This is an optimization exercise on Yosys and OpenROAD, whose aim is small area, not a production implementation.
Function was checked by simulation only, so behaviour that the tests miss may differ from the original.

==> flow/design.v <==
module cic_integrator( clock, strobe, in_data,  out_data );
parameter WIDTH = 64;
input clock;
input strobe;
input signed [WIDTH-1:0] in_data;
output reg signed [WIDTH-1:0] out_data;
always @(posedge clock)
  if (strobe) out_data <= out_data + in_data;
endmodule
module cic_comb( clock, strobe,  in_data,  out_data );
parameter WIDTH = 64;
input clock;
input strobe;
input signed [WIDTH-1:0] in_data;
output reg signed [WIDTH-1:0] out_data;
reg signed [WIDTH-1:0] prev_data;
always @(posedge clock)  
  if (strobe) 
    begin
    out_data <= in_data - prev_data;
    prev_data <= in_data;
    end
endmodule
module cic( clock, take, in_data, out_data, out_round );
input clock;
input take;
input signed [17:0] in_data;
output reg [15:0] out_data;
output reg out_round;
reg [24:0] i1, i2, i3;
reg [24:0] p1, p2, p3;
always @(posedge clock) begin
  i1 <= i1 + {{7{in_data[17]}}, in_data};
  i2 <= i2 + i1;
  i3 <= i3 + i2;
end
wire [24:0] d1 = i3 - p1;
wire [24:0] d2 = d1 - p2;
wire [24:0] d3 = d2 - p3;
always @(posedge clock) begin
  if (take) begin
    p1 <= i3;
    p2 <= d1;
    p3 <= d2;
  end
  out_data <= d3[24:9];
  out_round <= d3[8];
end
endmodule
module varcic #(parameter integer DLY = 0) ( clock, inject, in_data, in_round, load, act, shift, rsel, out_data );
input clock;
input inject;
input signed [15:0] in_data;
input in_round;
input load;
input act;
input shift;
input [1:0] rsel;
output [15:0] out_data;
reg [42:0] w0, w1, w2, w3, w4;
wire [42:0] opb = inject ? {{27{in_data[15]}}, in_data} : w1;
wire ci = inject & in_round;
wire [43:0] sumw = {w0, ci} + {opb, ci};
always @(posedge clock) begin
  w0 <= w1; w1 <= w2; w2 <= w3; w3 <= w4; w4 <= sumw[43:1];
end
wire [42:0] xsrc = (DLY == 0) ? w4 : (DLY == 1) ? w3 : (DLY == 2) ? w2 : (DLY == 3) ? w1 : w0;
reg [42:0] q0, q1, q2, q3, q4;
reg [42:0] t;
always @(posedge clock) begin
  q0 <= q1; q1 <= q2; q2 <= q3; q3 <= q4; q4 <= act ? t : q0;
  t <= load ? xsrc : t - (q0 & {43{act}});
end
reg [16:0] sl;
always @(*)
  case (rsel)
    2'd0: sl = t[27:11];
    2'd1: sl = t[32:16];
    2'd2: sl = t[37:21];
    default: sl = t[42:26];
  endcase
wire [15:0] rnd = sl[16:1] + {15'b0, sl[0]};
reg [15:0] d0, d1, d2, d3, d4;
always @(posedge clock)
  if (shift) begin
    d0 <= rnd; d1 <= d0; d2 <= d1; d3 <= d2; d4 <= d3;
  end
assign out_data = d4;
endmodule
module cordic( clock, frequency, in_data, out_data_I, out_data_Q );
parameter [16:0] REGMASK = 17'h1ffff;
input clock;
input [31:0] frequency;
input signed [11:0] in_data;
output signed [17:0] out_data_I;
output signed [17:0] out_data_Q;
function [15:0] atan_r;
  input integer n;
  reg [31:0] a;
  reg [31:0] t;
  begin
    case (n)
      0:  a = 32'd633866811;
      1:  a = 32'd334917815;
      2:  a = 32'd170009512;
      3:  a = 32'd85334662;
      4:  a = 32'd42708931;
      5:  a = 32'd21359677;
      6:  a = 32'd10680490;
      7:  a = 32'd5340327;
      8:  a = 32'd2670173;
      9:  a = 32'd1335088;
      10: a = 32'd667544;
      11: a = 32'd333772;
      12: a = 32'd166886;
      13: a = 32'd83443;
      default: a = 32'd41722;
    endcase
    t = (a >> 15) + ((a >> 14) & 32'd1);
    atan_r = t[15:0];
  end
endfunction
reg [31:0] phase;
always @(posedge clock)
  if (frequency == 32'd0) phase <= 32'd0;
  else phase <= phase + frequency;
wire signed [18:0] in_ext = {in_data[11], in_data, 6'b0};
wire [1:0] quadrant = phase[31:30];
wire signed [18:0] x0 = (quadrant == 2'd1 || quadrant == 2'd2) ? -in_ext : in_ext;
wire signed [18:0] y0 = quadrant[1] ? -in_ext : in_ext;
wire [16:0] z0 = {~phase[29], ~phase[29], phase[28:14]};
wire [18:0] xs [0:15];
wire [18:0] ys [0:15];
wire [16:0] zin [0:15];
wire [14:0] dd;
assign zin[0] = z0;
generate
  if (REGMASK[0]) begin : r0
    reg [18:0] xr, yr;
    always @(posedge clock) begin xr <= x0; yr <= y0; end
    assign xs[0] = xr; assign ys[0] = yr;
  end else begin : c0
    assign xs[0] = x0; assign ys[0] = y0;
  end
endgenerate
genvar n;
generate
  for (n = 0; n <= 14; n = n + 1) begin : stages
    wire [16-n:0] z = zin[n][16-n:0];
    wire zs = z[16-n];
    if (n < 14) begin : zu
      localparam [15:0] AT = atan_r(n);
      wire [15-n:0] at = AT[15-n:0];
      wire [15-n:0] atn = -at;
      wire [15-n:0] zo = z[15-n:0] + (zs ? at : atn);
      if (REGMASK[n]) begin : zr
        reg [15-n:0] zreg;
        reg dreg;
        always @(posedge clock) begin zreg <= zo; dreg <= zs; end
        assign zin[n+1] = {{(n+1){1'b0}}, zreg};
        assign dd[n] = dreg;
      end else begin : zc
        assign zin[n+1] = {{(n+1){1'b0}}, zo};
        assign dd[n] = zs;
      end
    end else begin : zl
      if (REGMASK[n]) begin : zr
        reg dreg;
        always @(posedge clock) dreg <= zs;
        assign dd[n] = dreg;
      end else begin : zc
        assign dd[n] = zs;
      end
    end
    wire [18:0] x = xs[n];
    wire [18:0] y = ys[n];
    wire s = dd[n];
    wire [18:0] x_shr = {{(n+1){x[18]}}, x[18:n+1]};
    wire [18:0] y_shr = {{(n+1){y[18]}}, y[18:n+1]};
    wire cx = y[n] ^ ~s;
    wire cy = x[n] ^ s;
    wire [19:0] xw = {x, cx} + {y_shr ^ {19{~s}}, cx};
    wire [19:0] yw = {y, cy} + {x_shr ^ {19{s}}, cy};
    wire [18:0] xn = xw[19:1];
    wire [18:0] yn = yw[19:1];
    if (REGMASK[n+1]) begin : r
      reg [18:0] xr, yr;
      always @(posedge clock) begin xr <= xn; yr <= yn; end
      assign xs[n+1] = xr; assign ys[n+1] = yr;
    end else begin : c
      assign xs[n+1] = xn; assign ys[n+1] = yn;
    end
  end
endgenerate
wire [17:0] ri = xs[15][18:1] + {17'b0, xs[15][1] & xs[15][0]};
wire [17:0] rq = ys[15][18:1] + {17'b0, ys[15][1] & ys[15][0]};
generate
  if (REGMASK[16]) begin : rr
    reg [17:0] oi, oq;
    always @(posedge clock) begin oi <= ri; oq <= rq; end
    assign out_data_I = oi; assign out_data_Q = oq;
  end else begin : rc
    assign out_data_I = ri; assign out_data_Q = rq;
  end
endgenerate
endmodule
module rx_frontend(
  input clk,
  input rst,
  input [5:0] rate,
  input [31:0] frequency,
  input signed [11:0] in_data,
  output reg out_strobe,
  output signed [15:0] out_I,
  output signed [15:0] out_Q
  );
  localparam [16:0] REGMASK = 17'b0_1010_1010_1010_1010;
  function integer popc;
    input [16:0] m;
    integer i;
    begin
      popc = 0;
      for (i = 0; i < 17; i = i + 1) popc = popc + m[i];
    end
  endfunction
  localparam integer LC = popc(REGMASK) - 1;
  localparam integer PH_TAKE = (LC - 16 + 50) % 5;    
  localparam integer PH_INJ  = (LC - 30 + 50) % 5;    
  localparam integer DLY     = (LC >= 9) ? 0 : 9 - LC;   
  localparam integer LD_OFF  = 33 - LC - DLY;               
  localparam integer PH_LD   = (5 - (LD_OFF % 5)) % 5;
  localparam integer K_LD    = (LD_OFF + 4) / 5;      
  localparam integer PH_ACT  = (PH_LD + 1) % 5;
  localparam integer K_ACT   = (PH_LD == 4) ? K_LD - 1 : K_LD;
  reg [2:0] ph;
  reg [5:0] kr;
  wire [2:0] phe = (ph == 3'd5) ? 3'd0 : ph;
  wire wrap = (kr == rate - 6'd1);
  wire [2:0] ph_n = rst ? 3'd5 : (phe == 3'd4) ? 3'd0 : phe + 3'd1;
  wire [5:0] kr_n = rst ? 6'd0 : (phe == 3'd4) ? (wrap ? 6'd0 : kr + 6'd1) : kr;
  wire [2:0] phe_n = (ph_n == 3'd5) ? 3'd0 : ph_n;
  reg take, inject, load, act;
  reg [1:0] rsel;
  always @(posedge clk) begin
    ph <= ph_n;
    kr <= kr_n;
    out_strobe <= !rst && (ph == 3'd0) && (kr == 6'd0);
    take <= (phe_n == PH_TAKE);
    inject <= (phe_n == PH_INJ);
    load <= (phe_n == PH_LD) && (kr_n == rate - K_LD);
    act <= (phe_n >= PH_ACT) ? (kr_n == rate - K_ACT) : ((kr_n == rate - K_ACT + 6'd1) || (K_ACT == 1 && kr_n == 6'd0));
    case (rate)
      6'd5: rsel <= 2'd0;
      6'd10: rsel <= 2'd1;
      6'd20: rsel <= 2'd2;
      default: rsel <= 2'd3;
    endcase
  end
  wire signed [17:0] cordic_outdata_I;
  wire signed [17:0] cordic_outdata_Q;
  cordic #(.REGMASK(REGMASK)) cordic_inst(
    .clock(clk),
    .in_data(in_data),
    .frequency(frequency),
    .out_data_I(cordic_outdata_I),
    .out_data_Q(cordic_outdata_Q)
    );
  wire [15:0] a_i, a_q;
  wire r_i, r_q;
  cic cic_inst_I2(.clock(clk), .take(take), .in_data(cordic_outdata_I), .out_data(a_i), .out_round(r_i));
  cic cic_inst_Q2(.clock(clk), .take(take), .in_data(cordic_outdata_Q), .out_data(a_q), .out_round(r_q));
  varcic #(.DLY(DLY)) varcic_inst_I1(.clock(clk), .inject(inject), .in_data(a_i), .in_round(r_i),
    .load(load), .act(act), .shift(out_strobe), .rsel(rsel), .out_data(out_I));
  varcic #(.DLY(DLY)) varcic_inst_Q1(.clock(clk), .inject(inject), .in_data(a_q), .in_round(r_q),
    .load(load), .act(act), .shift(out_strobe), .rsel(rsel), .out_data(out_Q));
endmodule
export LEC_CHECK = 0
export CAP_MARGIN = 20
export CORE_MARGIN = 2
export CORE_UTILIZATION = 40
export SLEW_MARGIN = 20
create_clock -name core_clock -period 6.0 [get_ports {clk}]
run.sh (not shown) runs the stock make flow with config.mk's settings and CLKGATE_MAP_FILE= SYNTH_SCRIPT=/design/flow/synth_recipe.tcl, a recipe that flattens the netlist after the stock synthesis.
The starting point finished with timing, DRC and antenna clean.
Rerun with:
--- a/flow/design.v
+++ b/flow/design.v
@@ -1,13 +1,26 @@
-module cic_integrator( clock, strobe, in_data,  out_data );
-parameter WIDTH = 64;
-input clock;
-input strobe;
-input signed [WIDTH-1:0] in_data;
-output reg signed [WIDTH-1:0] out_data;
-always @(posedge clock)
-  if (strobe) out_data <= out_data + in_data;
+module padd #(parameter integer W = 8) (
+  input [W-1:0] a, input [W-1:0] b, input ci, output [W-1:0] s);
+  reg [W-1:0] g, p, pp;
+  reg [W:0] c;
+  integer i, j, l;
+  always @(*) begin
+    pp = a ^ b;
+    g = a & b;
+    p = pp;
+    g[0] = g[0] | (p[0] & ci);
+    for (l = 0; l < 7; l = l + 1)
+      for (i = 0; i < W; i = i + 1)
+        if (((i >> l) & 1) == 1) begin
+          j = ((i >> l) << l) - 1;
+          g[i] = g[i] | (p[i] & g[j]);
+          p[i] = p[i] & p[j];
+        end
+    c[0] = ci;
+    for (i = 0; i < W; i = i + 1) c[i + 1] = g[i];
+  end
+  assign s = pp ^ c[W-1:0];
 endmodule
 module cic_comb( clock, strobe,  in_data,  out_data );
 parameter WIDTH = 64;
 input clock;
 input strobe;
@@ -27,14 +40,18 @@
 input signed [17:0] in_data;
 output reg [15:0] out_data;
 output reg out_round;
 reg [24:0] i1, i2, i3;
 reg [24:0] p1, p2, p3;
-always @(posedge clock) begin
-  i1 <= i1 + {{7{in_data[17]}}, in_data};
-  i2 <= i2 + i1;
-  i3 <= i3 + i2;
+wire [24:0] s1, s2, s3;
+padd #(.W(25)) add1(.a(i1), .b({{7{in_data[17]}}, in_data}), .ci(1'b0), .s(s1));
+padd #(.W(25)) add2(.a(i2), .b(i1), .ci(1'b0), .s(s2));
+padd #(.W(25)) add3(.a(i3), .b(i2), .ci(1'b0), .s(s3));
+always @(posedge clock) begin
+  i1 <= s1;
+  i2 <= s2;
+  i3 <= s3;
 end
 wire [24:0] d1 = i3 - p1;
 wire [24:0] d2 = d1 - p2;
 wire [24:0] d3 = d2 - p3;
 always @(posedge clock) begin
@@ -58,20 +75,23 @@
 input [1:0] rsel;
 output [15:0] out_data;
 reg [42:0] w0, w1, w2, w3, w4;
 wire [42:0] opb = inject ? {{27{in_data[15]}}, in_data} : w1;
 wire ci = inject & in_round;
-wire [43:0] sumw = {w0, ci} + {opb, ci};
-always @(posedge clock) begin
-  w0 <= w1; w1 <= w2; w2 <= w3; w3 <= w4; w4 <= sumw[43:1];
+wire [42:0] sumw;
+padd #(.W(43)) iadd(.a(w0), .b(opb), .ci(ci), .s(sumw));
+always @(posedge clock) begin
+  w0 <= w1; w1 <= w2; w2 <= w3; w3 <= w4; w4 <= sumw;
 end
 wire [42:0] xsrc = (DLY == 0) ? w4 : (DLY == 1) ? w3 : (DLY == 2) ? w2 : (DLY == 3) ? w1 : w0;
 reg [42:0] q0, q1, q2, q3, q4;
 reg [42:0] t;
+wire [42:0] diff;
+padd #(.W(43)) csub(.a(t), .b(~(q0 & {43{act}})), .ci(1'b1), .s(diff));
 always @(posedge clock) begin
   q0 <= q1; q1 <= q2; q2 <= q3; q3 <= q4; q4 <= act ? t : q0;
-  t <= load ? xsrc : t - (q0 & {43{act}});
+  t <= load ? xsrc : diff;
 end
 reg [16:0] sl;
 always @(*)
   case (rsel)
     2'd0: sl = t[27:11];
@@ -119,13 +139,15 @@
     t = (a >> 15) + ((a >> 14) & 32'd1);
     atan_r = t[15:0];
   end
 endfunction
 reg [31:0] phase;
+wire [31:0] phase_sum;
+padd #(.W(32)) phase_add(.a(phase), .b(frequency), .ci(1'b0), .s(phase_sum));
 always @(posedge clock)
   if (frequency == 32'd0) phase <= 32'd0;
-  else phase <= phase + frequency;
+  else phase <= phase_sum;
 wire signed [18:0] in_ext = {in_data[11], in_data, 6'b0};
 wire [1:0] quadrant = phase[31:30];
 wire signed [18:0] x0 = (quadrant == 2'd1 || quadrant == 2'd2) ? -in_ext : in_ext;
 wire signed [18:0] y0 = quadrant[1] ? -in_ext : in_ext;
 wire [16:0] z0 = {~phase[29], ~phase[29], phase[28:14]};
Effect: Register-to-register slack is worse by 0.17 ns; design area drops by 2.1%; worst setup slack gets worse by 0.17 ns; sequential share of layout area increases by 0.76 points; wire length came out lower by 7.4%; clock-buffer cell count goes down by 6; cell count drops by 3.7%.

==> port drivers added, routing unchanged <==
Ports are ideal in the flow. The routed layouts listed here were re-timed in OpenROAD. Step 1 sets driving cells, clkbuf_16 on the clock port and buf_2 on the other inputs (assumed; they add their load-dependent delay and slew). Step 2 adds t to the input delays and takes it off the output delays; t is the mean of the earliest and latest rising clock arrival at the registers after step 1. Input paths then give back, and output paths get back, about the clock's delay inside the block. Three values: ideal ports, drivers, drivers and shift; two values: the first two.
run	shift t [ns]	setup slack, ns	cell pins on the clock port's net
the first run	0.914	0.253 / 0.253 / 0.253	1
the second run	0.901	0.086 / 0.086 / 0.086	1
After both steps every run listed still meets setup and hold.
